Context: an optimization exercise on an open-source flow, tuned for small area, a short achievable clock period and few clock cycles per item. The choices shown serve that exercise and are no tape-out recipe.
In this exercise RTL edits were held to simulation tests only and were not proved equivalent to the original.
The flow treats the clock pin as an ideal source. Dropping or thinning the clock tree relies on that and would not hold on a real chip.
Power is estimated from default activity; no workload was simulated.

$ cat design/flow/config.mk
export PLATFORM = sky130hd
export DESIGN_NAME = main
export DESIGN_NICKNAME = main
export VERILOG_FILES = /design/flow/design.v
export SDC_FILE = /design/flow/constraint.sdc
export NUM_CORES = 4
export LEC_CHECK = 0
export CAP_MARGIN = 20
export CORE_AREA = 2.5 2.5 59.5 59.5
export DIE_AREA = 0 0 62 62
export SLEW_MARGIN = 20
$ cat design/flow/constraint.sdc
create_clock -name core_clock -period 5.0 [get_ports {clk_i}]
set_input_delay 1.0000 -clock core_clock [delete_from_list [all_inputs] [get_ports {clk_i}]]
set_output_delay 1.0000 -clock core_clock [all_outputs]
set_load 0.01 [all_outputs]
$ cat design/flow/design.v
`timescale 1ns / 1ps
module mult;
endmodule
`timescale 1ns / 1ps
module cbrt (
	input [7 : 0] b,
	output [2 : 0] g
);
    assign g = (b >= 8'd217) ? 3'd7 :
               (b >= 8'd216) ? 3'd6 :
               (b >= 8'd125) ? 3'd5 :
               (b >= 8'd64)  ? 3'd4 :
               (b >= 8'd27)  ? 3'd3 :
               (b >= 8'd8)   ? 3'd2 :
               (b != 8'd0)   ? 3'd1 : 3'd0;
endmodule
`timescale 1ns / 1ps
module main(
	input rst_i,
	input clk_i,
	input [7 : 0] a_in,
	input [7 : 0] b_in,
	output busy_out,
	output [15 : 0] y_out
);
    wire [2:0] g;
    cbrt cbrt1(.b(b_in), .g(g));
    wire [9:0] t = {2'b00, a_in} + {1'b0, a_in, 1'b0};     
    wire [4:0] s = {1'b0, t[3:0]} + {1'b0, g, 1'b0};        
    reg [5:0] q;
    reg e;
    reg [3:0] lo;
    always @(posedge clk_i)
        if (rst_i) begin
            q <= t[9:4];
            e <= s[4];
            lo <= s[3:0];
        end
    assign busy_out = 1'b0;
    assign y_out = {6'd0, q + {5'd0, e}, lo};
endmodule
$ cat design/flow/flow/run.sh
#!/bin/bash
# Own flow: the standard layout (standard.sh) with these changes:
#  - the port buffers are the smallest buffer (buf_1);
#  - the one tie cell of the netlist drives all constant outputs
#    (SKIP_REPAIR_TIE_FANOUT).
# make's output goes to standard.log, each ORFS step's log to orfs/logs/.
set -euo pipefail
here=$(pwd)
bash standard.sh "SYNTH_NETLIST_FILES=$here/flow/netlist.v" \
  "BUFFER_PORTS_ARGS=-buffer_cell sky130_fd_sc_hd__buf_1" \
  SKIP_REPAIR_TIE_FANOUT=1 finish > standard.log 2>&1
$ cat design/flow/flow/netlist.v
module main(rst_i, clk_i, a_in, b_in, busy_out, y_out);
  input rst_i;
  wire rst_i;
  input clk_i;
  wire clk_i;
  input [7:0] a_in;
  wire [7:0] a_in;
  input [7:0] b_in;
  wire [7:0] b_in;
  output busy_out;
  wire busy_out;
  output [15:0] y_out;
  wire [15:0] y_out;
  wire cb__00_;
  wire cb__01_;
  wire cb__02_;
  wire cb__03_;
  wire cb__04_;
  wire cb__05_;
  wire cb__06_;
  wire cb__07_;
  wire cb__08_;
  wire cb__09_;
  wire cb__10_;
  wire cb__11_;
  wire cb__12_;
  wire cb__13_;
  wire cb__14_;
  wire cb__15_;
  wire e;
  wire g0;
  wire g1;
  wire g2;
  wire n10_nand2;
  wire n11_nor2;
  wire n12_o21ai;
  wire n1_xor2;
  wire n2_xor2;
  wire n3_nand2;
  wire n4_xnor2;
  wire n5_and2;
  wire n6_o21a;
  wire n7_a21oi;
  wire n8_xor2;
  wire n9_xnor2;
  wire o10_nor2;
  wire o12_nand2;
  wire o13_nor2;
  wire o2_nand2;
  wire o4_nand3;
  wire o6_nand4;
  wire o8_nand4;
  wire o9_inv;
  wire q0;
  wire q1;
  wire q2;
  wire q3;
  wire q4;
  wire q5;
  wire qd0;
  wire qd1;
  wire qd2;
  wire qd3;
  wire qd4;
  wire qd5;
  wire t3__00_;
  wire t3__01_;
  wire t3__02_;
  wire t3__03_;
  wire t3__04_;
  wire t3__05_;
  wire t3__06_;
  wire t3__07_;
  wire t3__08_;
  wire t3__09_;
  wire t3__10_;
  wire t3__11_;
  wire t3__12_;
  wire t3__13_;
  wire t3__14_;
  wire t3__15_;
  wire t3__16_;
  wire t3__17_;
  wire t3__18_;
  wire t3__19_;
  wire tr1;
  wire tr2;
  wire tr3;
  wire const0;
  sky130_fd_sc_hd__and2_2 u0 (.A(b_in[3]), .B(b_in[4]), .X(cb__00_));
  sky130_fd_sc_hd__clkinv_1 u1 (.A(b_in[2]), .Y(cb__01_));
  sky130_fd_sc_hd__nand2_1 u2 (.A(b_in[1]), .B(b_in[0]), .Y(cb__02_));
  sky130_fd_sc_hd__nand2_1 u3 (.A(cb__02_), .B(cb__01_), .Y(cb__03_));
  sky130_fd_sc_hd__a21oi_1 u4 (.A1(cb__03_), .A2(cb__00_), .B1(b_in[7]), .Y(cb__04_));
  sky130_fd_sc_hd__a21o_2 u5 (.A1(b_in[3]), .A2(b_in[4]), .B1(b_in[5]), .X(cb__05_));
  sky130_fd_sc_hd__nor2_1 u6 (.A(b_in[1]), .B(b_in[0]), .Y(cb__06_));
  sky130_fd_sc_hd__nand2_1 u7 (.A(b_in[2]), .B(b_in[5]), .Y(cb__07_));
  sky130_fd_sc_hd__o211a_1 u8 (.A1(cb__07_), .A2(cb__06_), .B1(b_in[6]), .C1(cb__05_), .X(cb__08_));
  sky130_fd_sc_hd__nand2_1 u9 (.A(cb__06_), .B(cb__01_), .Y(cb__09_));
  sky130_fd_sc_hd__nor2_1 u10 (.A(b_in[6]), .B(b_in[7]), .Y(cb__10_));
  sky130_fd_sc_hd__o31ai_1 u11 (.A1(b_in[3]), .A2(b_in[5]), .A3(b_in[4]), .B1(cb__10_), .Y(cb__11_));
  sky130_fd_sc_hd__a21oi_1 u12 (.A1(cb__11_), .A2(cb__09_), .B1(b_in[5]), .Y(cb__12_));
  sky130_fd_sc_hd__clkinv_1 u13 (.A(b_in[6]), .Y(cb__13_));
  sky130_fd_sc_hd__nor2_1 u14 (.A(b_in[7]), .B(cb__13_), .Y(cb__14_));
  sky130_fd_sc_hd__o22ai_1 u15 (.A1(cb__04_), .A2(cb__08_), .B1(cb__14_), .B2(cb__12_), .Y(g0));
  sky130_fd_sc_hd__nand3_1 u16 (.A(cb__05_), .B(b_in[6]), .C(b_in[7]), .Y(cb__15_));
  sky130_fd_sc_hd__nand2_1 u17 (.A(cb__15_), .B(cb__11_), .Y(g1));
  sky130_fd_sc_hd__clkinv_1 u18 (.A(cb__10_), .Y(g2));
  sky130_fd_sc_hd__clkinv_1 u19 (.A(a_in[7]), .Y(t3__00_));
  sky130_fd_sc_hd__clkinv_1 u20 (.A(a_in[5]), .Y(t3__01_));
  sky130_fd_sc_hd__clkinv_1 u21 (.A(a_in[3]), .Y(t3__02_));
  sky130_fd_sc_hd__a21oi_1 u22 (.A1(a_in[1]), .A2(a_in[0]), .B1(a_in[2]), .Y(t3__03_));
  sky130_fd_sc_hd__nor2_1 u23 (.A(t3__02_), .B(t3__03_), .Y(t3__04_));
  sky130_fd_sc_hd__nor2_1 u24 (.A(a_in[4]), .B(t3__04_), .Y(t3__05_));
  sky130_fd_sc_hd__nor2_1 u25 (.A(t3__01_), .B(t3__05_), .Y(t3__06_));
  sky130_fd_sc_hd__nor2_1 u26 (.A(a_in[6]), .B(t3__06_), .Y(t3__07_));
  sky130_fd_sc_hd__nor2_1 u27 (.A(t3__00_), .B(t3__07_), .Y(qd5));
  sky130_fd_sc_hd__xor2_1 u28 (.A(a_in[1]), .B(a_in[0]), .X(tr1));
  sky130_fd_sc_hd__nand2_1 u29 (.A(a_in[2]), .B(a_in[1]), .Y(t3__08_));
  sky130_fd_sc_hd__nand2_1 u30 (.A(t3__08_), .B(t3__02_), .Y(t3__09_));
  sky130_fd_sc_hd__nand2_1 u31 (.A(t3__09_), .B(a_in[4]), .Y(t3__10_));
  sky130_fd_sc_hd__nand2_1 u32 (.A(t3__10_), .B(t3__01_), .Y(t3__11_));
  sky130_fd_sc_hd__a21oi_1 u33 (.A1(t3__11_), .A2(a_in[6]), .B1(a_in[7]), .Y(t3__12_));
  sky130_fd_sc_hd__nor2_1 u34 (.A(t3__12_), .B(qd5), .Y(qd4));
  sky130_fd_sc_hd__a21oi_1 u35 (.A1(a_in[6]), .A2(t3__11_), .B1(t3__07_), .Y(t3__13_));
  sky130_fd_sc_hd__xor2_1 u36 (.A(a_in[7]), .B(t3__13_), .X(qd3));
  sky130_fd_sc_hd__o21ai_0 u37 (.A1(t3__01_), .A2(t3__05_), .B1(t3__11_), .Y(t3__14_));
  sky130_fd_sc_hd__xnor2_1 u38 (.A(a_in[6]), .B(t3__14_), .Y(qd2));
  sky130_fd_sc_hd__o21ai_0 u39 (.A1(a_in[4]), .A2(t3__04_), .B1(t3__10_), .Y(t3__15_));
  sky130_fd_sc_hd__xor2_1 u40 (.A(t3__01_), .B(t3__15_), .X(qd1));
  sky130_fd_sc_hd__o21ai_0 u41 (.A1(t3__02_), .A2(t3__03_), .B1(t3__09_), .Y(t3__16_));
  sky130_fd_sc_hd__xnor2_1 u42 (.A(a_in[4]), .B(t3__16_), .Y(qd0));
  sky130_fd_sc_hd__a21oi_1 u43 (.A1(a_in[2]), .A2(a_in[1]), .B1(t3__03_), .Y(t3__17_));
  sky130_fd_sc_hd__xor2_1 u44 (.A(a_in[3]), .B(t3__17_), .X(tr3));
  sky130_fd_sc_hd__clkinv_1 u45 (.A(a_in[1]), .Y(t3__18_));
  sky130_fd_sc_hd__nor2_1 u46 (.A(a_in[0]), .B(t3__18_), .Y(t3__19_));
  sky130_fd_sc_hd__xor2_1 u47 (.A(a_in[2]), .B(t3__19_), .X(tr2));
  sky130_fd_sc_hd__xor2_1 u48 (.A(tr1), .B(g0), .X(n1_xor2));
  sky130_fd_sc_hd__xor2_1 u49 (.A(tr2), .B(g1), .X(n2_xor2));
  sky130_fd_sc_hd__nand2_1 u50 (.A(tr1), .B(g0), .Y(n3_nand2));
  sky130_fd_sc_hd__xnor2_1 u51 (.A(n2_xor2), .B(n3_nand2), .Y(n4_xnor2));
  sky130_fd_sc_hd__and2_0 u52 (.A(tr2), .B(g1), .X(n5_and2));
  sky130_fd_sc_hd__o21a_1 u53 (.A1(tr2), .A2(g1), .B1(tr1), .X(n6_o21a));
  sky130_fd_sc_hd__a21oi_1 u54 (.A1(n6_o21a), .A2(g0), .B1(n5_and2), .Y(n7_a21oi));
  sky130_fd_sc_hd__xor2_1 u55 (.A(tr3), .B(g2), .X(n8_xor2));
  sky130_fd_sc_hd__xnor2_1 u56 (.A(n8_xor2), .B(n7_a21oi), .Y(n9_xnor2));
  sky130_fd_sc_hd__nand2_1 u57 (.A(tr3), .B(g2), .Y(n10_nand2));
  sky130_fd_sc_hd__nor2_1 u58 (.A(tr3), .B(g2), .Y(n11_nor2));
  sky130_fd_sc_hd__o21ai_1 u59 (.A1(n11_nor2), .A2(n7_a21oi), .B1(n10_nand2), .Y(n12_o21ai));
  sky130_fd_sc_hd__xor2_1 u60 (.A(q0), .B(e), .X(y_out[4]));
  sky130_fd_sc_hd__nand2_1 u61 (.A(q0), .B(e), .Y(o2_nand2));
  sky130_fd_sc_hd__xnor2_1 u62 (.A(q1), .B(o2_nand2), .Y(y_out[5]));
  sky130_fd_sc_hd__nand3_1 u63 (.A(q0), .B(q1), .C(e), .Y(o4_nand3));
  sky130_fd_sc_hd__xnor2_1 u64 (.A(q2), .B(o4_nand3), .Y(y_out[6]));
  sky130_fd_sc_hd__nand4_1 u65 (.A(q0), .B(q1), .C(q2), .D(e), .Y(o6_nand4));
  sky130_fd_sc_hd__xnor2_1 u66 (.A(q3), .B(o6_nand4), .Y(y_out[7]));
  sky130_fd_sc_hd__nand4_1 u67 (.A(q0), .B(q1), .C(q2), .D(q3), .Y(o8_nand4));
  sky130_fd_sc_hd__inv_1 u68 (.A(e), .Y(o9_inv));
  sky130_fd_sc_hd__nor2_1 u69 (.A(o8_nand4), .B(o9_inv), .Y(o10_nor2));
  sky130_fd_sc_hd__xor2_1 u70 (.A(q4), .B(o10_nor2), .X(y_out[8]));
  sky130_fd_sc_hd__nand2_1 u71 (.A(q4), .B(e), .Y(o12_nand2));
  sky130_fd_sc_hd__nor2_1 u72 (.A(o8_nand4), .B(o12_nand2), .Y(o13_nor2));
  sky130_fd_sc_hd__xor2_1 u73 (.A(q5), .B(o13_nor2), .X(y_out[9]));
  sky130_fd_sc_hd__edfxtp_1 \lo[0]$_DFFE_PP_  (.CLK(clk_i), .D(a_in[0]), .DE(rst_i), .Q(y_out[0]));
  sky130_fd_sc_hd__edfxtp_1 \lo[1]$_DFFE_PP_  (.CLK(clk_i), .D(n1_xor2), .DE(rst_i), .Q(y_out[1]));
  sky130_fd_sc_hd__edfxtp_1 \lo[2]$_DFFE_PP_  (.CLK(clk_i), .D(n4_xnor2), .DE(rst_i), .Q(y_out[2]));
  sky130_fd_sc_hd__edfxtp_1 \lo[3]$_DFFE_PP_  (.CLK(clk_i), .D(n9_xnor2), .DE(rst_i), .Q(y_out[3]));
  sky130_fd_sc_hd__edfxtp_1 \e$_DFFE_PP_  (.CLK(clk_i), .D(n12_o21ai), .DE(rst_i), .Q(e));
  sky130_fd_sc_hd__edfxtp_1 \q[0]$_DFFE_PP_  (.CLK(clk_i), .D(qd0), .DE(rst_i), .Q(q0));
  sky130_fd_sc_hd__edfxtp_1 \q[1]$_DFFE_PP_  (.CLK(clk_i), .D(qd1), .DE(rst_i), .Q(q1));
  sky130_fd_sc_hd__edfxtp_1 \q[2]$_DFFE_PP_  (.CLK(clk_i), .D(qd2), .DE(rst_i), .Q(q2));
  sky130_fd_sc_hd__edfxtp_1 \q[3]$_DFFE_PP_  (.CLK(clk_i), .D(qd3), .DE(rst_i), .Q(q3));
  sky130_fd_sc_hd__edfxtp_1 \q[4]$_DFFE_PP_  (.CLK(clk_i), .D(qd4), .DE(rst_i), .Q(q4));
  sky130_fd_sc_hd__edfxtp_1 \q[5]$_DFFE_PP_  (.CLK(clk_i), .D(qd5), .DE(rst_i), .Q(q5));
  sky130_fd_sc_hd__conb_1 tie0 (.LO(const0));
  sky130_fd_sc_hd__buf_4 cbuf10 (.A(const0), .X(y_out[10]));
  sky130_fd_sc_hd__buf_4 cbuf11 (.A(const0), .X(y_out[11]));
  sky130_fd_sc_hd__buf_4 cbuf12 (.A(const0), .X(y_out[12]));
  sky130_fd_sc_hd__buf_4 cbuf13 (.A(const0), .X(y_out[13]));
  sky130_fd_sc_hd__buf_4 cbuf14 (.A(const0), .X(y_out[14]));
  sky130_fd_sc_hd__buf_4 cbuf15 (.A(const0), .X(y_out[15]));
  sky130_fd_sc_hd__buf_4 cbufb (.A(const0), .X(busy_out));
endmodule
$ cat design/flow/standard.sh
#!/bin/bash
# synth_recipe.tcl (not shown) runs the flow's synth.tcl, then flattens the netlist and writes it again
# the make line also repeats each setting of config.mk as NAME=value (left out here)
make -C /OpenROAD-flow-scripts/flow DESIGN_CONFIG=/design/flow/config.mk WORK_HOME=/design/flow/orfs CLKGATE_MAP_FILE= SYNTH_SCRIPT=/design/flow/synth_recipe.tcl "${@:-finish}"
==> reports/metrics.sh, run 1 <==
OUTCOME='finished clean'
SYNTHESIS.NETS=111
DIE_X_UM=62
TYPE_OF_ELEMENT_LAUNCHING_THE_CRITICAL_PATH='flop'
TIMING.HOLD.WS_NS=1.05
COMB_POWER_SHARE=0.293
GRT_FIRST_PASS_WIRELENGTH_MM=2.26
HIGHEST_ATTAINABLE_CLOCK_FREQUENCY_MHz=441
AVGROUTEDWIREPERCELL_UM=8.38
GRT_SETUP_UNREPAIRED='no'
HP-CLASS='in -> reg'
SEQUENTIAL_POWER_SHARE=0.493
COUNT_OF_ENDPOINTS_FAILING_HOLD_IN_THE_FINAL_TIMING_REPORT=0
POST_CTS.RESIZED_INSTANCES=0
CTS_TREE='built'
AREA_GROWTH_SYN_TO_LAYOUT_PCT=16.2
GRT_OVERFLOW=0
SLEW_VIOL_FINAL=0
WORST_PATH_DOMINANT_CELL_FAMILY='flip-flops'
MAX_CAP_VIOL_COUNT=0
CTS_INSERTED_BUFFERS=3
WORST-PATH-STAGES=4
CLOCKPOWERSHARE=0.214
PATH_CLK_SLEW_NS=0.06
WORST_MIN_PATH_START='a_in[0]'
FINALWEIGHTEDCONGESTION=0.701
RELSLEWSLACK=0.641
NETLIST_AREA_UM2=803
CRITPATHBUFINV=1
ANTENNA_CELLS=0
TOTALWIRELENGTH_MM=1.35
CTS_ROOT_BUF='sky130_fd_sc_hd__clkbuf_4'
TIGHTEST_SLEW_NS=0.539
SYNTH_WARNINGS=0
DIE_AREA_UM2=3840
GROUTE.USAGE.OVERALL=0.0813
ROW_COUNT=20
MAPPED_AVG_CELL_AREA_UM2=8.64
CTSHOLDBUFFERS=0
GRT_MAX_DEGREE=12
INITIAL_CORE_UTIL=0.261
IO_PINS=35
SW_FRAC_OF_TOTAL=0.300
CRITPATHARRIVALTIME_NS=1.27
CTS_HTREE_LEVELS=1
TOTAL_SWITCHING_POWER_uW=76.9
PLACEMENT.IO_BUFFERS=27
FIRST_GLOBAL_VIAS=598
NUMBER_OF_VIOLATIONS_REPORTED_AT_THE_END_OF_DETAILED_ROUTING_ITERATION_0=20
P_INT_uW=179
MIN_PERIOD_NS=2.27
CP_DATA_REQUIRED_TIME_NS=4.00
FLOORPLAN.CORE_AREA_UM2=3080
CRIT_PATH_MAX_FANOUT=5
CRITICALPATHCATEGORY='reg -> out'
DP_HPWL_MM=1.17
LAYOUT-DRIVE-GT1-SHARE=0.0427
HOLDPATHSTAGES=1
POSTROUTEANTENNANETS=0
TIMING.FINAL.CRIT_SHARE=0.454
INITIAL_ANTENNA_VIOLATION_COUNT=0
SYN-INSTANCE-COUNT=93
IRDROPWORSTVDD_mV=0.0634
FINISH.NET_COUNT=136
VIAS=640
FIRSTDRTPASSITERS=4
DRC=0
CP_CELL_SEQUENCE='nand4_1, nor2_1, xor2_1, buf_1'
SETUP_VIOL=0
SETUP-TNS-FINAL_NS=0
CRITICAL-PATH-SLOWEST-CELL='sky130_fd_sc_hd__edfxtp_1'
CPPEAKSTAGEDELAY_NS=0.42
CTS_NUM_SINKS=11
TOTALPOWERFINAL_uW=256
TIMING.CRITICAL_PATH.FROM='q[0]'
POST_CTS_SETUP_BUFFER_COUNT=0
CHIPHEIGHT_UM=62
PWR_DENSITY_CELL_nW_PER_UM2=275
POWER.LEAKAGE_nW=0.342
CTS_MAX_PATH_BUFFERS=2
TYPE_OF_DESTINATION_OF_THE_CRITICAL_PATH='output port'
ROUTE.DETAILED.VIAS_PER_INST=3.98
final cells by class:
| type | count | area, um2 |
|---|---|---|
| fillers | 334 | 2140 |
| clock buffers | 4 | 26.3 |
| multi-input cells | 67 | 390 |
| well taps | 44 | 55.1 |
| repair buffers | 27 | 101 |
| inverters | 8 | 30.0 |
| flip-flops and latches | 11 | 330 |
sequential cells by signal (all words and copies together), names as in the netlist:
name  flops
q         6
lo        4
e         1
power by group through the flow:
| stage | clock network (mW) | registers (mW) | logic, mW |
|---|---|---|---|
| 2_1_floorplan | 0 | 0.130 | 0.0513 |
| 5_1_grt | 0.0631 | 0.128 | 0.0850 |
| 3_3_place_gp | 0 | 0.129 | 0.0732 |
| 3_5_place_dp | 0 | 0.129 | 0.0759 |
| 6_report | 0.0549 | 0.126 | 0.0750 |
| 4_1_cts | 0.0569 | 0.127 | 0.0760 |
metrics by stage:
stage / area (um2) / utilization / worst slack (ns) / cells
floorplan: 803 / - / 2.92 / 93
global placement: 907 / 0.295 / 2.70 / 157
detailed placement: 907 / 0.295 / 2.62 / 157
CTS: 933 / 0.303 / 2.72 / 161
global route: 933 / 0.303 / 2.60 / 161
finish: 933 / 0.303 / 2.73 / 161
layer usage:
metal | global-route usage | up-vias | share of wire
li1 | - | 347 | -
met1 | 0.0817 | 273 | 0.43
met2 | 0.140 | 20 | 0.50
met3 | 0.0269 | 0 | 0.077
met4 | 0.0578 | 0 | 0
met5 | 0 | - | 0
worst paths after layout:
kind / to / slack (ns)
max: y_out[9] / 2.73
min: lo[0] / 1.05
placed cells by master (no fill, tap or decap), types with 2 or more instances in the layout:
master	instances
sky130_fd_sc_hd__clkbuf_4	3
sky130_fd_sc_hd__o21ai_0	3
sky130_fd_sc_hd__nand4_1	2
sky130_fd_sc_hd__nor2_1	13
sky130_fd_sc_hd__nand3_1	2
sky130_fd_sc_hd__xor2_1	11
sky130_fd_sc_hd__edfxtp_1	11
sky130_fd_sc_hd__xnor2_1	7
sky130_fd_sc_hd__buf_1	27
sky130_fd_sc_hd__a21oi_1	7
sky130_fd_sc_hd__nand2_1	13
sky130_fd_sc_hd__clkinv_1	7
Testbench counts, summed over its fixed seeds: cycles 2,400, items 2,400.
==> run 2, diff against run 1 <==
--- a/design/flow/flow/run.sh
+++ b/design/flow/flow/run.sh
@@ -10,2 +10,3 @@
   "BUFFER_PORTS_ARGS=-buffer_cell sky130_fd_sc_hd__buf_1" \
-  SKIP_REPAIR_TIE_FANOUT=1 finish > standard.log 2>&1
+  SKIP_REPAIR_TIE_FANOUT=1 \
+  "CTS_ARGS=-repair_clock_nets -dont_use_dummy_load -root_buf sky130_fd_sc_hd__clkbuf_4 -buf_list sky130_fd_sc_hd__clkbuf_4" finish > standard.log 2>&1
==> reports/metrics.sh, run 2 <==
OUTCOME='finished clean'
ROUTE.DETAILED.VIAS_PER_INST=4.01  # +0.78%
MAPPED_AVG_CELL_AREA_UM2=8.64  # unchanged
TOTALWIRELENGTH_MM=1.35  # -0.15%
VIAS=641  # +0.16%
FLOORPLAN.CORE_AREA_UM2=3080  # unchanged
LARGEST_REGISTER_FF_COUNT=6  # unchanged
ANTENNA_CELLS=0  # unchanged
POWER.LEAKAGE_nW=0.341  # -0.35%
MOST-COMMON-LAYOUT-CELLS='sky130_fd_sc_hd__buf_1 (27), sky130_fd_sc_hd__nor2_1 (13), sky130_fd_sc_hd__nand2_1 (13)'
PWR_DENSITY_CELL_nW_PER_UM2=271  # -1.5%
CRITICAL-PATH-SLOWEST-CELL='sky130_fd_sc_hd__edfxtp_1'
FIRSTDRTPASSITERS=4  # unchanged
ROW_COUNT=20  # unchanged
COMB_POWER_SHARE=0.298  # +0.005
CPPEAKSTAGEDELAY_NS=0.42  # about the same
GRT_OVERFLOW=0  # unchanged
AVGROUTEDWIREPERCELL_UM=8.42  # +0.48%
CTS_HTREE_LEVELS=1  # unchanged
GRT_MAX_DEGREE=12  # unchanged
SYNTHESIS.NETS=111  # unchanged
CTS_NUM_SINKS=11  # unchanged
P_INT_uW=176  # -1.7%
WORSTSETUPENDPOINT='y_out[9]'
FIRST_GLOBAL_VIAS=598  # unchanged
FINALWEIGHTEDCONGESTION=0.701  # unchanged
MOSTFREQUENTLAYOUTCELL='sky130_fd_sc_hd__buf_1'
DP_HPWL_MM=1.17  # unchanged
CTS_INSERTED_BUFFERS=3  # unchanged
CRITICALPATHCATEGORY='reg -> out'
SEQUENTIAL_POWER_SHARE=0.503  # +0.010
CTSHOLDBUFFERS=0  # unchanged
PATH_CLK_SLEW_NS=0.06  # about the same
REG.LARGEST.LIST='q: 6 flops, lo: 4 flops, e: 1 flops'
HP-CLASS='in -> reg'
HOLDPATHSTAGES=1  # unchanged
POSTROUTEANTENNANETS=0  # unchanged
GRT_FIRST_PASS_WIRELENGTH_MM=2.26  # unchanged
LAYOUT-DRIVE-GT1-SHARE=0.0431  # +0.000368
POST_CTS.RESIZED_INSTANCES=0  # unchanged
NETLIST_AREA_UM2=803  # unchanged
CRITPATHARRIVALTIME_NS=1.26  # about the same
TYPE_OF_ELEMENT_LAUNCHING_THE_CRITICAL_PATH='flop'
DRC=0  # unchanged
GRT_SETUP_UNREPAIRED='no'
TIMING.FINAL.CRIT_SHARE=0.452  # -0.00176
CHIPHEIGHT_UM=62  # unchanged
MAX_CAP_VIOL_COUNT=0  # unchanged
AREA_GROWTH_SYN_TO_LAYOUT_PCT=15.7
INITIAL_ANTENNA_VIOLATION_COUNT=0  # unchanged
INITIAL_CORE_UTIL=0.261  # unchanged
DPL.CELL_COUNT=157  # unchanged
CTS_TREE='built'
TOTAL_SWITCHING_POWER_uW=75.2  # -2.2%
IRDROPWORSTVDD_mV=0.0634  # about the same
NUMBER_OF_VIOLATIONS_REPORTED_AT_THE_END_OF_DETAILED_ROUTING_ITERATION_0=22  # +10%
POST_CTS_SETUP_BUFFER_COUNT=0  # unchanged
TIGHTEST_SLEW_NS=0.534  # -0.00467 ns
TIMING.CRITICAL_PATH.FROM='q[0]'
TOTALPOWERFINAL_uW=252  # -1.9%
SETUP-TNS-FINAL_NS=0  # unchanged
COUNT_OF_ENDPOINTS_FAILING_HOLD_IN_THE_FINAL_TIMING_REPORT=0  # unchanged
SYN-INSTANCE-COUNT=93  # unchanged
IO_PINS=35  # unchanged
SYNTH_WARNINGS=0  # unchanged
CP_DATA_REQUIRED_TIME_NS=4.00  # about the same
GROUTE.USAGE.OVERALL=0.0813  # unchanged
SW_FRAC_OF_TOTAL=0.299  # -0.000992
CLOCKPOWERSHARE=0.199  # -0.015
CP_CELL_SEQUENCE='nand4_1, nor2_1, xor2_1, buf_1'
TIMING.HOLD.WS_NS=1.06  # +0.00787 ns
HIGHEST_ATTAINABLE_CLOCK_FREQUENCY_MHz=443  # +0.39%
DIE_AREA_UM2=3840  # unchanged
CRIT_PATH_MAX_FANOUT=5  # unchanged
FINALNONFILLERCELLS=160  # -0.62%
PLACEMENT.IO_BUFFERS=27  # unchanged
SETUP_VIOL=0  # unchanged
SLEW_VIOL_FINAL=0  # unchanged
DIE_X_UM=62  # unchanged
CTS_MAX_PATH_BUFFERS=2  # unchanged
MAX_FLOP_REGISTER='q'
FINISH.NET_COUNT=136  # unchanged
CTS_ROOT_BUF='sky130_fd_sc_hd__clkbuf_4'
RELSLEWSLACK=0.644  # +0.00311
MIN_PERIOD_NS=2.26  # -0.00881 ns
TYPE_OF_DESTINATION_OF_THE_CRITICAL_PATH='output port'
run 2: stage by stage:
stage | area (um2) | utilization | setup WS [ns]
detailed placement | 907 | 0.295 | 2.62
global placement | 907 | 0.295 | 2.70
CTS | 930 | 0.302 | 2.72
floorplan | 803 | - | 2.92
global route | 930 | 0.302 | 2.61
finish | 930 | 0.302 | 2.74
run 2: worst min-delay path by stage:
stage | endpoint | from
final | lo[0] | a_in[0]
after CTS | lo[0] | a_in[0]
after global routing | lo[0] | a_in[0]
after floorplan | lo[0] | a_in[0]
after global placement | lo[0] | a_in[0]
after detailed placement | lo[0] | a_in[0]
run 2: worst max-delay path, delay by kind of cell (launching register included):
kind / cells / cell delay (ns)
buf+inv: 1 / 0.16
xor+xnor: 1 / 0.15
flops: 1 / 0.42
simple gates: 2 / 0.28
run 2: per-layer routing:
layer	wire, um	global-route usage	share of wire
met1	580	0.0817	0.43
met2	663	0.140	0.49
met3	104	0.0269	0.077
met4	0	0.0578	0
met5	0	0	0
run 2: layout make-up:
| class | count | area (um2) |
|---|---|---|
| Clock buffer | 3 | 22.5 |
| Fill cell | 335 | 2150 |
| Inverter | 8 | 30.0 |
| Multi-Input combinational cell | 67 | 390 |
| Sequential cell | 11 | 330 |
| Tap cell | 44 | 55.1 |
| Timing Repair Buffer | 27 | 101 |
run 2: power by group through the flow:
stage / combinational (mW) / sequential (mW) / clock, mW
floorplan: 0.0513 / 0.130 / 0
global placement: 0.0732 / 0.129 / 0
detailed placement: 0.0759 / 0.129 / 0
CTS: 0.0759 / 0.127 / 0.0524
global route: 0.0850 / 0.128 / 0.0582
finish: 0.0750 / 0.127 / 0.0501
==> run 3, diff against run 2 <==
--- a/design/flow/flow/run.sh
+++ b/design/flow/flow/run.sh
@@ -11,2 +11,2 @@
   SKIP_REPAIR_TIE_FANOUT=1 \
-  "CTS_ARGS=-repair_clock_nets -dont_use_dummy_load -root_buf sky130_fd_sc_hd__clkbuf_4 -buf_list sky130_fd_sc_hd__clkbuf_4" finish > standard.log 2>&1
+  "CTS_ARGS=-sink_clustering_enable -sink_clustering_size 50 -sink_clustering_max_diameter 500 -repair_clock_nets -dont_use_dummy_load -root_buf sky130_fd_sc_hd__clkbuf_4 -buf_list sky130_fd_sc_hd__clkbuf_4" finish > standard.log 2>&1
==> reports/metrics.sh, run 3 <==
ANTENNA_CELLS=0  # unchanged
GRT_FIRST_PASS_WIRELENGTH_MM=2.26  # unchanged
CRITICALPATHCATEGORY='reg -> out'
TIMING.FINAL.CRIT_SHARE=0.452  # unchanged
FLOORPLAN.CORE_AREA_UM2=3080  # unchanged
ROUTE.DETAILED.VIAS_PER_INST=4.01  # unchanged
CTS_MAX_PATH_BUFFERS=2  # unchanged
PATH_CLK_SLEW_NS=0.06  # about the same
POSTROUTEANTENNANETS=0  # unchanged
FIRSTDRTPASSITERS=4  # unchanged
LARGEST_REGISTER_FF_COUNT=6  # unchanged
PWR_DENSITY_CELL_nW_PER_UM2=271  # unchanged
TOTALWIRELENGTH_MM=1.35  # unchanged
AREA_GROWTH_SYN_TO_LAYOUT_PCT=15.7  # unchanged
SYNTHESIS.NETS=111  # unchanged
TIGHTEST_SLEW_NS=0.534  # unchanged
INITIAL_ANTENNA_VIOLATION_COUNT=0  # unchanged
CTS_HTREE_LEVELS=1  # unchanged
HP-CLASS='in -> reg'
MOST-COMMON-LAYOUT-CELLS='sky130_fd_sc_hd__buf_1 (27), sky130_fd_sc_hd__nor2_1 (13), sky130_fd_sc_hd__nand2_1 (13)'
DIE_AREA_UM2=3840  # unchanged
GRT_MAX_DEGREE=12  # unchanged
VIAS=641  # unchanged
SETUP-TNS-FINAL_NS=0  # unchanged
DRC=0  # unchanged
INITIAL_CORE_UTIL=0.261  # unchanged
HIGHEST_ATTAINABLE_CLOCK_FREQUENCY_MHz=443  # unchanged
POWER.LEAKAGE_nW=0.341  # unchanged
MOSTFREQUENTLAYOUTCELL='sky130_fd_sc_hd__buf_1'
SETUP_VIOL=0  # unchanged
MAPPED_AVG_CELL_AREA_UM2=8.64  # unchanged
SYNTH_WARNINGS=0  # unchanged
PLACEMENT.IO_BUFFERS=27  # unchanged
FINALWEIGHTEDCONGESTION=0.701  # unchanged
FIRST_GLOBAL_VIAS=598  # unchanged
CTSHOLDBUFFERS=0  # unchanged
TIMING.HOLD.WS_NS=1.06  # unchanged
GROUTE.USAGE.OVERALL=0.0813  # unchanged
CRIT_PATH_MAX_FANOUT=5  # unchanged
TYPE_OF_ELEMENT_LAUNCHING_THE_CRITICAL_PATH='flop'
RELSLEWSLACK=0.644  # unchanged
NETLIST_AREA_UM2=803  # unchanged
IO_PINS=35  # unchanged
REG.LARGEST.LIST='q: 6 flops, lo: 4 flops, e: 1 flops'
MAX_FLOP_REGISTER='q'
SLEW_VIOL_FINAL=0  # unchanged
AVGROUTEDWIREPERCELL_UM=8.42  # unchanged
POST_CTS.RESIZED_INSTANCES=0  # unchanged
MAX_CAP_VIOL_COUNT=0  # unchanged
POSTLAYOUTCELLAREA_UM2=930  # unchanged
DIE_X_UM=62  # unchanged
GRT_OVERFLOW=0  # unchanged
OUTCOME='finished clean'
CRITPATHARRIVALTIME_NS=1.26  # about the same
NUMBER_OF_VIOLATIONS_REPORTED_AT_THE_END_OF_DETAILED_ROUTING_ITERATION_0=22  # unchanged
COUNT_OF_ENDPOINTS_FAILING_HOLD_IN_THE_FINAL_TIMING_REPORT=0  # unchanged
CTS_TREE='built'
SYN-INSTANCE-COUNT=93  # unchanged
MIN_PERIOD_NS=2.26  # unchanged
CTS_INSERTED_BUFFERS=3  # unchanged
LAYOUT-DRIVE-GT1-SHARE=0.0431  # unchanged
IRDROPWORSTVDD_mV=0.0634  # unchanged
ROW_COUNT=20  # unchanged
CTS_ROOT_BUF='sky130_fd_sc_hd__clkbuf_4'
CTS_NUM_SINKS=11  # unchanged
FINISH.NET_COUNT=136  # unchanged
DP_HPWL_MM=1.17  # unchanged
TYPE_OF_DESTINATION_OF_THE_CRITICAL_PATH='output port'
GRT_SETUP_UNREPAIRED='no'
CHIPHEIGHT_UM=62  # unchanged
CP_DATA_REQUIRED_TIME_NS=4.00  # about the same
POST_CTS_SETUP_BUFFER_COUNT=0  # unchanged
DPL-INSTANCE-AREA_UM2=907  # unchanged
## run 3: where the power goes
| group | switching (mW) | internal, mW |
|---|---|---|
| sequential | 0.00803 | 0.118 |
| combinational | 0.0446 | 0.0304 |
| clock | 0.0226 | 0.0275 |
## run 3: through the flow
step / power [mW] / setup WS (ns) / utilization / cells
after CTS: 0.255 / 2.72 / 0.302 / 160
after global placement: 0.202 / 2.70 / 0.295 / 157
after detailed placement: 0.204 / 2.62 / 0.295 / 157
after floorplan: 0.182 / 2.92 / - / 93
after global routing: 0.271 / 2.61 / 0.302 / 160
final: 0.252 / 2.74 / 0.302 / 160
## run 3: worst max-delay path: stages, from the launching register on
cell                       delay, ns
sky130_fd_sc_hd__edfxtp_1       0.42
sky130_fd_sc_hd__nand4_1        0.13
sky130_fd_sc_hd__nor2_1         0.15
sky130_fd_sc_hd__xor2_1         0.15
sky130_fd_sc_hd__buf_1          0.16
## run 3: area by class of cell
| type | count | area [um2] |
|---|---|---|
| Fill cell | 335 | 2150 |
| Multi-Input combinational cell | 67 | 390 |
| Sequential cell | 11 | 330 |
| Timing Repair Buffer | 27 | 101 |
| Tap cell | 44 | 55.1 |
| Inverter | 8 | 30.0 |
| Clock buffer | 3 | 22.5 |
## run 3: path summary, 6_finish.rpt
| check | start | endpoint | slack [ns] | cells after the start |
|---|---|---|---|---|
| worst min-delay path | a_in[0] | lo[0] | 1.06 | 1 |
| worst max-delay path | q[0] | y_out[9] | 2.74 | 4 |
## run 3: layer usage
| layer | GRT usage | wire [um] | vias up |
|---|---|---|---|
| met5 | 0 | 0 | - |
| met4 | 0.0578 | 0 | 0 |
| met3 | 0.0269 | 104 | 0 |
| met2 | 0.140 | 663 | 20 |
| met1 | 0.0817 | 580 | 275 |
| li1 | - | - | 346 |
==> run 4, diff against run 3 <==
--- a/design/flow/flow/run.sh
+++ b/design/flow/flow/run.sh
@@ -4,3 +4,4 @@
 #  - the one tie cell of the netlist drives all constant outputs
-#    (SKIP_REPAIR_TIE_FANOUT).
+#    (SKIP_REPAIR_TIE_FANOUT);
+#  - CTS's root buffer drives all flip-flops (flow/one_clkbuf.tcl).
 # make's output goes to standard.log, each ORFS step's log to orfs/logs/.
@@ -10,3 +11,3 @@
   "BUFFER_PORTS_ARGS=-buffer_cell sky130_fd_sc_hd__buf_1" \
-  SKIP_REPAIR_TIE_FANOUT=1 \
+  SKIP_REPAIR_TIE_FANOUT=1 "POST_CTS_TCL=$here/flow/one_clkbuf.tcl" \
   "CTS_ARGS=-sink_clustering_enable -sink_clustering_size 50 -sink_clustering_max_diameter 500 -repair_clock_nets -dont_use_dummy_load -root_buf sky130_fd_sc_hd__clkbuf_4 -buf_list sky130_fd_sc_hd__clkbuf_4" finish > standard.log 2>&1
==> design/flow/flow/one_clkbuf.tcl (new file) <==
# POST_CTS_TCL: drive every flip-flop from the root clock buffer that CTS made,
# and remove the leaf buffers below it (a two-level tree for 11 sinks). All
# registers stay on one buffer, so their clock arrival stays the same.
set block [ord::get_db_block]
set root ""
set leaves {}
foreach inst [$block getInsts] {
  set m [[$inst getMaster] getName]
  if {![string match "sky130_fd_sc_hd__clkbuf_*" $m]} { continue }
  set a [$inst findITerm A]
  set anet [$a getNet]
  if {$anet ne "NULL" && [$anet getName] eq "clk_i"} { set root $inst } else { lappend leaves $inst }
}
if {$root eq ""} { error "one_clkbuf.tcl: no root clock buffer on clk_i" }
set rootnet [[$root findITerm X] getNet]
foreach leaf $leaves {
  set a [$leaf findITerm A]
  if {[$a getNet] ne $rootnet} { continue }
  set onet [[$leaf findITerm X] getNet]
  foreach it [$onet getITerms] {
    if {[$it getInst] eq $leaf} { continue }
    $it disconnect
    $it connect $rootnet
  }
  puts "one_clkbuf.tcl: removed [$leaf getName], its sinks now on [$rootnet getName]"
  $a disconnect
  odb::dbInst_destroy $leaf
  odb::dbNet_destroy $onet
}
estimate_parasitics -placement
report_checks -path_delay min_max -format end -group_path_count 3
==> reports/metrics.sh, run 4 <==
AREA_GROWTH_SYN_TO_LAYOUT_PCT=13.9
CP_DATA_REQUIRED_TIME_NS=4.91  # +0.91 ns
SETUP_VIOL=0  # unchanged
FILLERS=336  # +0.30%
FINALWEIGHTEDCONGESTION=0.701  # unchanged
HOLDPATHEND='lo[0]'
GRT_FIRST_PASS_WIRELENGTH_MM=2.15  # -4.9%
MIN_PERIOD_NS=2.20  # -0.0629 ns
MOST-COMMON-LAYOUT-CELLS='sky130_fd_sc_hd__buf_1 (27), sky130_fd_sc_hd__nor2_1 (13), sky130_fd_sc_hd__nand2_1 (13)'
INITIAL_CORE_UTIL=0.261  # unchanged
DP_HPWL_MM=1.17  # unchanged
PATH_CLK_SLEW_NS=0.09  # +0.03 ns
NUMBER_OF_VIOLATIONS_REPORTED_AT_THE_END_OF_DETAILED_ROUTING_ITERATION_0=30  # +36%
LAYOUT-DRIVE-GT1-SHARE=0.0263  # -0.0168
CRITPATHARRIVALTIME_NS=2.11  # +0.85 ns
SETUP-TNS-FINAL_NS=0  # unchanged
FLOORPLAN.CORE_AREA_UM2=3080  # unchanged
CTS_NUM_SINKS=11  # unchanged
AVGROUTEDWIREPERCELL_UM=8.41  # about the same
POSTROUTEANTENNANETS=0  # unchanged
MAX_FLOP_REGISTER='q'
HP-CLASS='in -> reg'
MOSTFREQUENTLAYOUTCELL='sky130_fd_sc_hd__buf_1'
TIMING.FINAL.CRIT_SHARE=0.439  # -0.0126
TIGHTEST_SLEW_NS=0.522  # -0.0120 ns
GRT_OVERFLOW=0  # unchanged
TIMING.HOLD.WS_NS=1.14  # +0.0846 ns
SLEW_VIOL_FINAL=0  # unchanged
HOLDPATHSTAGES=1  # unchanged
SYN-INSTANCE-COUNT=93  # unchanged
TYPE_OF_DESTINATION_OF_THE_CRITICAL_PATH='flop'
MAPPED_AVG_CELL_AREA_UM2=8.64  # unchanged
MULTI_INPUT_AREA_UM2=390  # unchanged
VIAS=628  # -2.0%
TYPE_OF_ELEMENT_LAUNCHING_THE_CRITICAL_PATH='input port'
GROUTE.USAGE.OVERALL=0.0804  # -0.000856
GRT_SETUP_UNREPAIRED='no'
MAX_CAP_VIOL_COUNT=0  # unchanged
SEQ_AREA_UM2=330  # unchanged
FIRST_GLOBAL_VIAS=584  # -2.3%
WORST_MIN_PATH_START='a_in[0]'
RELSLEWSLACK=0.652  # +0.00797
DRC=0  # unchanged
FINISH.NET_COUNT=134  # -1.5%
TOTALWIRELENGTH_MM=1.33  # -1.3%
COUNT_OF_ENDPOINTS_FAILING_HOLD_IN_THE_FINAL_TIMING_REPORT=0  # unchanged
GRT_MAX_DEGREE=12  # unchanged
CRITICALPATHCATEGORY='in -> reg'
INITIAL_ANTENNA_VIOLATION_COUNT=0  # unchanged
IRDROPWORSTVDD_mV=0.0705  # +11%
PLACEMENT.IO_BUFFERS=27  # unchanged
POWER.LEAKAGE_nW=0.332  # -2.7%
FIRSTDRTPASSITERS=4  # unchanged
IO_PINS=35  # unchanged
CHIPHEIGHT_UM=62  # unchanged
ROW_COUNT=20  # unchanged
LARGEST_REGISTER_FF_COUNT=6  # unchanged
OUTCOME='finished clean'
DIE_X_UM=62  # unchanged
PWR_DENSITY_CELL_nW_PER_UM2=250  # -7.5%
REG.LARGEST.LIST='q: 6 flops, lo: 4 flops, e: 1 flops'
ANTENNA_CELLS=0  # unchanged
CRIT_PATH_MAX_FANOUT=4  # -1
NETLIST_AREA_UM2=803  # unchanged
SYNTH_WARNINGS=0  # unchanged
HIGHEST_ATTAINABLE_CLOCK_FREQUENCY_MHz=455  # +2.9%
DIE_AREA_UM2=3840  # unchanged
ROUTE.DETAILED.VIAS_PER_INST=3.97  # -0.79%
SYNTHESIS.NETS=111  # unchanged
## run 4: cell count changes in the layout (fill, tap and decap cells not counted), sizes merged
cell,previous run,this run
clkbuf,3,1
## run 4: power by group
part / switching (mW) / internal, mW
Sequential: 0.00803 / 0.118
Clock: 0.0180 / 0.00959
Combinational: 0.0447 / 0.0304
## run 4: worst max-delay path: stages
cell	delay, ns
sky130_fd_sc_hd__buf_1	0.11
sky130_fd_sc_hd__o31ai_1	0.31
sky130_fd_sc_hd__a21oi_1	0.12
sky130_fd_sc_hd__o22ai_1	0.26
sky130_fd_sc_hd__a21oi_1	0.16
sky130_fd_sc_hd__xnor2_1	0.15
## run 4: cell type report
cell class                 instances  area share
multi-input combinational         67       0.427
clock buffer                       1     0.00821
tap                               44      0.0602
timing repair buffer              27       0.111
sequential                        11       0.361
inverter                           8      0.0328
## run 4: how the worst max path moves through the flow
| stage | end | startpoint | slack [ns] |
|---|---|---|---|
| after floorplan | lo[3] | b_in[3] | 2.92 |
| after global routing | y_out[8] | q[0] | 2.69 |
| final | lo[3] | b_in[5] | 2.80 |
| after global placement | lo[3] | b_in[5] | 2.70 |
| after detailed placement | lo[3] | b_in[5] | 2.62 |
## run 4: routing by layer
| metal | vias to the layer above | part of all wire | global-route usage |
|---|---|---|---|
| li1 | 342 | - | - |
| met2 | 20 | 0.47 | 0.156 |
| met5 | - | 0 | 0 |
| met1 | 264 | 0.42 | 0.0817 |
| met4 | 0 | 0.020 | 0.0426 |
| met3 | 2 | 0.079 | 0.0104 |
## run 4: through the flow
| stage | instances | cell area [um2] | power [mW] | setup slack, ns | util |
|---|---|---|---|---|---|
| after floorplan | 93 | 803 | 0.182 | 2.92 | - |
| after global placement | 157 | 907 | 0.202 | 2.70 | 0.295 |
| after detailed placement | 157 | 907 | 0.204 | 2.62 | 0.295 |
| after global routing | 158 | 915 | 0.245 | 2.69 | 0.297 |
| final | 158 | 915 | 0.229 | 2.80 | 0.297 |
==> run 5, diff against run 4 <==
--- a/design/flow/flow/run.sh
+++ b/design/flow/flow/run.sh
@@ -5,3 +5,5 @@
 #    (SKIP_REPAIR_TIE_FANOUT);
-#  - CTS's root buffer drives all flip-flops (flow/one_clkbuf.tcl).
+#  - CTS (CTS_ARGS) adds no dummy load, and after it the root clock buffer
+#    drives all flip-flops, with the leaf buffers under it removed
+#    (flow/one_clkbuf.tcl), so every register's clock arrives alike.
 # make's output goes to standard.log, each ORFS step's log to orfs/logs/.
--- a/design/flow/config.mk
+++ b/design/flow/config.mk
@@ -10,2 +10,3 @@
 export DIE_AREA = 0 0 62 62
+export SETUP_SLACK_MARGIN = 2.85
 export SLEW_MARGIN = 20
==> reports/metrics.sh, run 5 <==
MAPPED_AVG_CELL_AREA_UM2=8.64  # unchanged
HP-CLASS='in -> reg'
FINALWEIGHTEDCONGESTION=0.701  # unchanged
FIRST_GLOBAL_VIAS=610  # +4.5%
ANTENNA_CELLS=0  # unchanged
GRT_SETUP_UNREPAIRED='yes'
FINISH.NET_COUNT=139  # +3.7%
MOST-COMMON-LAYOUT-CELLS='sky130_fd_sc_hd__buf_1 (19), sky130_fd_sc_hd__nand2_1 (13), sky130_fd_sc_hd__nor2_1 (12)'
SETUP-TNS-FINAL_NS=0  # unchanged
GRT_OVERFLOW=0  # unchanged
GRT_FIRST_PASS_WIRELENGTH_MM=2.22  # +3.2%
TYPE_OF_DESTINATION_OF_THE_CRITICAL_PATH='output port'
DRC=0  # unchanged
SLEW_VIOL_FINAL=0  # unchanged
RELSLEWSLACK=0.652  # about the same
DPL.CELL_COUNT=157  # unchanged
DIE_X_UM=62  # unchanged
FINALNONFILLERCELLS=163  # +3.2%
TIGHTEST_SLEW_NS=0.522  # +0.0000404 ns
OUTCOME='finished clean'
TOTALWIRELENGTH_MM=1.45  # +9.0%
TIMING.FINAL.CRIT_SHARE=0.423  # -0.0159
AREA_GROWTH_SYN_TO_LAYOUT_PCT=22.0
MOSTFREQUENTLAYOUTCELL='sky130_fd_sc_hd__buf_1'
MIN_PERIOD_NS=2.12  # -0.0797 ns
AVGROUTEDWIREPERCELL_UM=8.89  # +5.7%
CRITPATHARRIVALTIME_NS=1.12  # -0.99 ns
MAX_FLOP_REGISTER='q'
LAYOUT-DRIVE-GT1-SHARE=0.168  # +0.142
GRT_MAX_DEGREE=12  # unchanged
GROUTE.USAGE.OVERALL=0.0830  # +0.00257
NETLIST_AREA_UM2=803  # unchanged
SETUP_VIOL=0  # unchanged
FILLERS=335  # -0.30%
MAX_CAP_VIOL_COUNT=0  # unchanged
COUNT_OF_ENDPOINTS_FAILING_HOLD_IN_THE_FINAL_TIMING_REPORT=0  # unchanged
WORST_MIN_PATH_START='a_in[0]'
PLACEMENT.IO_BUFFERS=27  # unchanged
FIRSTDRTPASSITERS=4  # unchanged
SYNTHESIS.NETS=111  # unchanged
TYPE_OF_ELEMENT_LAUNCHING_THE_CRITICAL_PATH='flop'
IO_PINS=35  # unchanged
SYNTH_WARNINGS=0  # unchanged
DP_HPWL_MM=1.17  # unchanged
CRITICALPATHCATEGORY='reg -> out'
PWR_DENSITY_CELL_nW_PER_UM2=246  # -1.7%
CTS_NUM_SINKS=11  # unchanged
FLOORPLAN.CORE_AREA_UM2=3080  # unchanged
PATH_CLK_SLEW_NS=0.09  # about the same
SYN-INSTANCE-COUNT=93  # unchanged
HOLDPATHEND='lo[0]'
VIAS=651  # +3.7%
INITIAL_CORE_UTIL=0.261  # unchanged
NUMBER_OF_VIOLATIONS_REPORTED_AT_THE_END_OF_DETAILED_ROUTING_ITERATION_0=22  # -27%
CHIPHEIGHT_UM=62  # unchanged
ROW_COUNT=20  # unchanged
ROUTE.DETAILED.VIAS_PER_INST=3.99  # +0.48%
LARGEST_REGISTER_FF_COUNT=6  # unchanged
POWER.LEAKAGE_nW=0.386  # +16%
CRIT_PATH_MAX_FANOUT=3  # -1
REG.LARGEST.LIST='q: 6 flops, lo: 4 flops, e: 1 flops'
POSTROUTEANTENNANETS=0  # unchanged
HOLDPATHSTAGES=1  # unchanged
INITIAL_ANTENNA_VIOLATION_COUNT=0  # unchanged
HIGHEST_ATTAINABLE_CLOCK_FREQUENCY_MHz=472  # +3.8%
DIE_AREA_UM2=3840  # unchanged
CP_DATA_REQUIRED_TIME_NS=4.00  # -0.91 ns
IRDROPWORSTVDD_mV=0.0711  # +0.93%
run 5: changes by cell type in the layout (fill, tap and decap cells not counted), sizes merged:
cell | previous run | this run
buf | 27 | 30
clkbuf | 1 | 3
run 5: worst max path at each step:
stage / from / endpoint / slack, ns
after floorplan: b_in[3] / lo[3] / 2.92
after global placement: b_in[5] / lo[3] / 2.70
after detailed placement: b_in[5] / lo[3] / 2.62
after global routing: q[2] / y_out[9] / 2.79
final: q[2] / y_out[9] / 2.88
run 5: area by class of cell:
| type | count | area [um2] | share of cell area |
|---|---|---|---|
| Clock buffer | 1 | 7.51 | 0.00766 |
| Inverter | 8 | 30.0 | 0.0307 |
| Multi-Input combinational cell | 67 | 408 | 0.416 |
| Sequential cell | 11 | 330 | 0.337 |
| Tap cell | 44 | 55.1 | 0.0562 |
| Timing Repair Buffer | 32 | 149 | 0.152 |
run 5: metrics by stage:
stage	power, mW	area [um2]	worst slack, ns	util	hold slack, ns
global placement	0.202	907	2.70	0.295	1.30
finish	0.241	980	2.88	0.318	1.08
detailed placement	0.204	907	2.62	0.295	1.32
global route	0.257	980	2.79	0.318	1.08
floorplan	0.182	803	2.92	-	1.10
run 5: power by group:
group / internal [mW] / switching (mW)
sequential: 0.118 / 0.00661
clock: 0.00959 / 0.0179
combinational: 0.0399 / 0.0488
total: 0.168 / 0.0733
run 5: critical path: stages, from the launching register on:
cell	delay [ns]
sky130_fd_sc_hd__edfxtp_1	0.39
sky130_fd_sc_hd__nand4_1	0.14
sky130_fd_sc_hd__nor2_1	0.15
sky130_fd_sc_hd__xor2_1	0.14
sky130_fd_sc_hd__buf_2	0.14
run 5: routing by layer:
| metal | routed length, um | vias up | GRT usage |
|---|---|---|---|
| met5 | 0 | - | 0 |
| met4 | 27 | 0 | 0.0426 |
| met3 | 100 | 2 | 0.0104 |
| met2 | 775 | 18 | 0.168 |
| met1 | 545 | 279 | 0.0792 |
| li1 | - | 352 | - |
==> run 6, diff against run 5 <==
--- a/design/flow/config.mk
+++ b/design/flow/config.mk
@@ -10,3 +10,3 @@
 export DIE_AREA = 0 0 62 62
-export SETUP_SLACK_MARGIN = 2.85
+export SETUP_SLACK_MARGIN = 2.95
 export SLEW_MARGIN = 20
==> reports/metrics.sh, run 6 <==
COUNT_OF_ENDPOINTS_FAILING_HOLD_IN_THE_FINAL_TIMING_REPORT=0  # unchanged
TYPE_OF_DESTINATION_OF_THE_CRITICAL_PATH='output port'
ROW_COUNT=20  # unchanged
MOSTFREQUENTLAYOUTCELL='sky130_fd_sc_hd__buf_1'
FLOORPLAN.CORE_AREA_UM2=3080  # unchanged
RELSLEWSLACK=0.597  # -0.0549
DP_HPWL_MM=1.23  # +5.2%
DRC=0  # unchanged
HIGHEST_ATTAINABLE_CLOCK_FREQUENCY_MHz=471  # -0.31%
GRT_OVERFLOW=0  # unchanged
MOST-COMMON-LAYOUT-CELLS='sky130_fd_sc_hd__buf_1 (14), sky130_fd_sc_hd__edfxtp_1 (11), sky130_fd_sc_hd__nor2_1 (11), sky130_fd_sc_hd__nand2_1 (11), sky130_fd_sc_hd__xor2_1 (11)'
INITIAL_ANTENNA_VIOLATION_COUNT=0  # unchanged
FILLERS=331  # -1.2%
AVGROUTEDWIREPERCELL_UM=9.47  # +6.6%
IRDROPWORSTVDD_mV=0.0787  # +11%
COMB_POWER_SHARE=0.377  # +0.009
SEQ_AREA_UM2=330  # unchanged
POSTROUTEANTENNANETS=0  # unchanged
PWR_DENSITY_CELL_nW_PER_UM2=242  # -1.6%
IO_PINS=35  # unchanged
SETUP_VIOL=0  # unchanged
SYNTH_WARNINGS=0  # unchanged
MIN_PERIOD_NS=2.12  # +0.00659 ns
TOTALWIRELENGTH_MM=1.54  # +6.6%
CLOCKPOWERSHARE=0.122  # +0.008
GRT_FIRST_PASS_WIRELENGTH_MM=2.36  # +6.2%
NETLIST_AREA_UM2=803  # unchanged
CP_CELL_SEQUENCE='nand2_1, nor2_1, xor2_1, buf_2'
TOTAL_SWITCHING_POWER_uW=79.1  # +7.9%
NUMBER_OF_VIOLATIONS_REPORTED_AT_THE_END_OF_DETAILED_ROUTING_ITERATION_0=15  # -32%
GRT_SETUP_UNREPAIRED='yes'
TIGHTEST_SLEW_NS=0.605  # +0.0823 ns
FIRSTDRTPASSITERS=4  # unchanged
GRT.MET2_USAGE=0.190  # +0.0223
CP_DATA_REQUIRED_TIME_NS=4.00  # about the same
TYPE_OF_ELEMENT_LAUNCHING_THE_CRITICAL_PATH='flop'
MAX_FLOP_REGISTER='q'
MULTI_INPUT_AREA_UM2=437  # +7.1%
FINALWEIGHTEDCONGESTION=0.679  # -3.1%
CHIPHEIGHT_UM=62  # unchanged
HP-CLASS='in -> reg'
SLEW_VIOL_FINAL=0  # unchanged
CRITPATHBUFINV=1  # unchanged
CRITICAL-PATH-SLOWEST-CELL='sky130_fd_sc_hd__edfxtp_1'
TIMING.FINAL.CRIT_SHARE=0.425  # +0.00132
FIRST_GLOBAL_VIAS=637  # +4.4%
DIE_X_UM=62  # unchanged
PLACEMENT.IO_BUFFERS=27  # unchanged
GRT_MAX_DEGREE=12  # unchanged
CPPEAKSTAGEDELAY_NS=0.47  # +0.08 ns
CRITICALPATHCATEGORY='reg -> out'
SW_FRAC_OF_TOTAL=0.316  # +0.0117
DIE_AREA_UM2=3840  # unchanged
OUTCOME='finished clean'
POWER.LEAKAGE_nW=0.410  # +6.4%
GROUTE.USAGE.OVERALL=0.0918  # +0.00879
ANTENNA_CELLS=0  # unchanged
WORST_PATH_DOMINANT_CELL_FAMILY='flip-flops'
INITIAL_CORE_UTIL=0.261  # unchanged
USE_MET1=0.0926  # +0.0135
CTS_NUM_SINKS=11  # unchanged
DPL.CELL_COUNT=157  # unchanged
LARGEST_REGISTER_FF_COUNT=6  # unchanged
P_INT_uW=171  # +2.2%
SEQUENTIAL_POWER_SHARE=0.501  # -0.017
VIAS=682  # +4.8%
REG.LARGEST.LIST='q: 6 flops, lo: 4 flops, e: 1 flops'
SYNTHESIS.NETS=111  # unchanged
LAYOUT-DRIVE-GT1-SHARE=0.252  # +0.0840
PATH_CLK_SLEW_NS=0.11  # +0.02 ns
GRT_BUSIEST_LAYER='met2'
CRITPATHARRIVALTIME_NS=1.12  # about the same
AREA_GROWTH_SYN_TO_LAYOUT_PCT=28.8
MAX_CAP_VIOL_COUNT=0  # unchanged
SETUP-TNS-FINAL_NS=0  # unchanged
MET3_USAGE=0.00414  # -0.00621
FINALNONFILLERCELLS=163  # unchanged
ROUTE.DETAILED.VIAS_PER_INST=4.18  # +4.8%
CRIT_PATH_MAX_FANOUT=6  # +3
FINISH.NET_COUNT=139  # unchanged
MAPPED_AVG_CELL_AREA_UM2=8.64  # unchanged
SYN-INSTANCE-COUNT=93  # unchanged
TIMING.HOLD.WS_NS=1.09  # +0.00733 ns
==> run 6: worst paths after layout <==
path	to	slack (ns)	cells past startpoint	startpoint
setup / recovery	y_out[9]	2.88	4	e
hold / removal	lo[0]	1.09	1	a_in[0]
==> run 6: metrics by stage <==
step | worst slack, ns | total power [mW] | instance area, um2 | util
global route | 2.75 | 0.269 | 1030 | 0.336
floorplan | 2.96 | 0.183 | 813 | -
finish | 2.88 | 0.250 | 1030 | 0.336
global placement | 2.74 | 0.204 | 917 | 0.298
detailed placement | 2.71 | 0.207 | 917 | 0.298
==> run 6: per-layer routing <==
metal,vias to the layer above,share of wire
met5,-,0
met4,0,0.017
met3,2,0.052
met2,20,0.55
met1,306,0.38
li1,354,-
==> run 6: area by class of cell <==
type	instances	area share
Sequential cell	11	0.319
Multi-Input combinational cell	67	0.422
Tap cell	44	0.0532
Timing Repair Buffer	32	0.169
Inverter	8	0.0290
Clock buffer	1	0.00726
==> run 6: power by group through the flow <==
stage	Combinational, mW	Sequential [mW]	Clock (mW)
final	0.0944	0.125	0.0305
after detailed placement	0.0779	0.129	0
after global placement	0.0753	0.128	0
after global routing	0.106	0.127	0.0367
after floorplan	0.0526	0.130	0
==> run 7, diff against run 6 <==
--- a/design/flow/config.mk
+++ b/design/flow/config.mk
@@ -10,3 +10,3 @@
 export DIE_AREA = 0 0 62 62
-export SETUP_SLACK_MARGIN = 2.95
+export PLACE_DENSITY = 0.8
 export SLEW_MARGIN = 20
==> reports/metrics.sh, run 7 <==
PWR_DENSITY_CELL_nW_PER_UM2=250  # +3.4%
INITIAL_ANTENNA_VIOLATION_COUNT=0  # unchanged
MAX_FLOP_REGISTER='q'
TIMING.FINAL.CRIT_SHARE=0.438  # +0.0137
OUTCOME='finished clean'
DPL-INSTANCE-AREA_UM2=907  # -1.1%
CRITPATHARRIVALTIME_NS=1.19  # +0.07 ns
ROUTE.DETAILED.VIAS_PER_INST=3.94  # -5.9%
GRT_OVERFLOW=0  # unchanged
FIRST_GLOBAL_VIAS=604  # -5.2%
SW_FRAC_OF_TOTAL=0.308  # -0.00759
COUNT_OF_ENDPOINTS_FAILING_HOLD_IN_THE_FINAL_TIMING_REPORT=0  # unchanged
FINALNONFILLERCELLS=158  # -3.1%
AREA_GROWTH_SYN_TO_LAYOUT_PCT=13.9
SYN-INSTANCE-COUNT=93  # unchanged
CTS_NUM_SINKS=11  # unchanged
PLACEMENT.IO_BUFFERS=27  # unchanged
MOSTFREQUENTLAYOUTCELL='sky130_fd_sc_hd__buf_1'
DIE_X_UM=62  # unchanged
RELSLEWSLACK=0.654  # +0.0573
NETLIST_AREA_UM2=803  # unchanged
IO_PINS=35  # unchanged
FINISH.NET_COUNT=134  # -3.6%
GRT_MAX_DEGREE=12  # unchanged
VIAS=622  # -8.8%
MIN_PERIOD_NS=2.19  # +0.0684 ns
TYPE_OF_DESTINATION_OF_THE_CRITICAL_PATH='output port'
FIRSTDRTPASSITERS=4  # unchanged
POSTROUTEANTENNANETS=0  # unchanged
NUMBER_OF_VIOLATIONS_REPORTED_AT_THE_END_OF_DETAILED_ROUTING_ITERATION_0=24  # +9
MAX_CAP_VIOL_COUNT=0  # unchanged
CRIT_PATH_MAX_FANOUT=5  # -1
CRITICALPATHCATEGORY='reg -> out'
TOTAL_SWITCHING_POWER_uW=70.6  # -11%
HIGHEST_ATTAINABLE_CLOCK_FREQUENCY_MHz=456  # -3.1%
INITIAL_CORE_UTIL=0.261  # unchanged
AVGROUTEDWIREPERCELL_UM=7.68  # -19%
SYNTH_WARNINGS=0  # unchanged
SYNTHESIS.NETS=111  # unchanged
MAPPED_AVG_CELL_AREA_UM2=8.64  # unchanged
TYPE_OF_ELEMENT_LAUNCHING_THE_CRITICAL_PATH='flop'
P_INT_uW=158  # -7.6%
HP-CLASS='in -> reg'
WORSTSETUPENDPOINT='y_out[9]'
FINALWEIGHTEDCONGESTION=0.733  # +7.9%
TIMING.CRITICAL_PATH.FROM='q[0]'
CLOCKPOWERSHARE=0.122  # about the same
MOST-COMMON-LAYOUT-CELLS='sky130_fd_sc_hd__buf_1 (27), sky130_fd_sc_hd__nor2_1 (13), sky130_fd_sc_hd__nand2_1 (13)'
LAYOUT-DRIVE-GT1-SHARE=0.0263  # -0.226
CHIPHEIGHT_UM=62  # unchanged
LARGEST_REGISTER_FF_COUNT=6  # unchanged
DP_HPWL_MM=1.09  # -11%
CP_DATA_REQUIRED_TIME_NS=4.00  # about the same
PATH_CLK_SLEW_NS=0.10  # about the same
SETUP-TNS-FINAL_NS=0  # unchanged
ROW_COUNT=20  # unchanged
TOTALWIRELENGTH_MM=1.21  # -21%
GROUTE.USAGE.OVERALL=0.0777  # -0.0141
LAYOUT.CORE_UTILIZATION=0.297  # -0.0390
DPL.CELL_COUNT=157  # unchanged
ANTENNA_CELLS=0  # unchanged
GRT_FIRST_PASS_WIRELENGTH_MM=2.21  # -6.1%
TIGHTEST_SLEW_NS=0.519  # -0.0859 ns
SETUP_VIOL=0  # unchanged
COMB_POWER_SHARE=0.326  # -0.051
SEQUENTIAL_POWER_SHARE=0.552  # +0.051
FLOORPLAN.CORE_AREA_UM2=3080  # unchanged
POSTLAYOUTCELLAREA_UM2=915  # -12%
DRC=0  # unchanged
SLEW_VIOL_FINAL=0  # unchanged
POWER.LEAKAGE_nW=0.332  # -19%
IRDROPWORSTVDD_mV=0.0567  # -28%
GRT_SETUP_UNREPAIRED='no'
FILLERS=326  # -1.5%
REG.LARGEST.LIST='q: 6 flops, lo: 4 flops, e: 1 flops'
DIE_AREA_UM2=3840  # unchanged
run 7: cell types whose count changed in the layout (fill, tap and decap cells not counted), moves of 3 or more:
| cell | change |
|---|---|
| sky130_fd_sc_hd__clkbuf_2 | -5 |
| sky130_fd_sc_hd__buf_4 | -3 |
| sky130_fd_sc_hd__buf_6 | -4 |
| sky130_fd_sc_hd__a21oi_2 | -3 |
| sky130_fd_sc_hd__buf_1 | +13 |
| sky130_fd_sc_hd__buf_2 | -6 |
| sky130_fd_sc_hd__a21oi_1 | +3 |
run 7: metal layers:
layer,vias up,track usage,part of all wire
li1,345,-,-
met1,263,0.103,0.45
met2,14,0.140,0.45
met3,0,0.00828,0.090
met4,0,0.00912,0
met5,-,0,0
run 7: how the worst min path moves through the flow:
stage            start     to  slack, ns  cells after the start
3_3_place_gp   a_in[0]  lo[0]       1.33                      1
5_1_grt        a_in[0]  lo[0]       1.16                      1
3_5_place_dp   a_in[0]  lo[0]       1.34                      1
2_1_floorplan  a_in[0]  lo[0]       1.10                      0
6_report       a_in[0]  lo[0]       1.15                      1
run 7: cell type report:
type / count / area [um2] / share of cell area
clock buffers: 1 / 7.51 / 0.00821
inverters: 8 / 30.0 / 0.0328
multi-input cells: 67 / 390 / 0.427
flip-flops and latches: 11 / 330 / 0.361
well taps: 44 / 55.1 / 0.0602
repair buffers: 27 / 101 / 0.111
run 7: power groups by stage:
stage	clock network (mW)	logic (mW)	registers (mW)
after detailed placement	0	0.0756	0.129
final	0.0279	0.0745	0.126
after global routing	0.0316	0.0869	0.129
after global placement	0	0.0740	0.129
after floorplan	0	0.0513	0.130
run 7: critical path, stage by stage (launching register included):
cell                       delay [ns]
sky130_fd_sc_hd__edfxtp_1        0.42
sky130_fd_sc_hd__nand4_1         0.13
sky130_fd_sc_hd__nor2_1          0.15
sky130_fd_sc_hd__xor2_1          0.16
sky130_fd_sc_hd__buf_1           0.18
run 7: stage by stage:
| step | setup slack (ns) | hold WS [ns] | power (mW) |
|---|---|---|---|
| after floorplan | 2.92 | 1.10 | 0.182 |
| after global routing | 2.62 | 1.16 | 0.247 |
| after detailed placement | 2.69 | 1.34 | 0.205 |
| final | 2.81 | 1.15 | 0.229 |
| after global placement | 2.68 | 1.33 | 0.203 |

[re-timing with driven ports]
The results above use ideal ports. As a check the final layouts listed here were re-extracted and re-timed, cells and wires unchanged.
Step 1 (the two cells are an assumption about what drives the block):
set clk [get_ports {clk_i}]
set_driving_cell -lib_cell sky130_fd_sc_hd__clkbuf_16 $clk
set_driving_cell -lib_cell sky130_fd_sc_hd__buf_2 [delete_from_list [all_inputs] $clk]
Step 2 also shifts input and output timing later by t, the mid clock arrival at the registers, as if the neighbouring blocks saw the same clock.
Three values: ideal, step 1, step 2; two values: the first two.
run	t (ns)	slack for setup (ns)	slew at the worst register clock pin (ns)	pins driven straight from the clock port
run 1	0.269	2.732 / 2.714 / 2.626	0.06 / 0.06	1
run 2	0.266	2.741 / 2.723 / 2.622	0.06 / 0.06	1
run 3	0.266	2.741 / 2.723 / 2.622	0.06 / 0.06	1
run 4	0.174	2.804 / 2.799 / 2.628	0.09 / 0.09	1
run 5	0.174	2.883 / 2.864 / 2.735	0.09 / 0.09	1
run 6	0.185	2.877 / 2.857 / 2.794	0.11 / 0.11	1
run 7	0.171	2.808 / 2.793 / 2.688	0.10 / 0.10	1
After both steps every run listed still meets setup and hold. For run 4, which loses most, drivers alone change the setup slack by -0.005 ns; drivers and shift together by -0.176 ns.
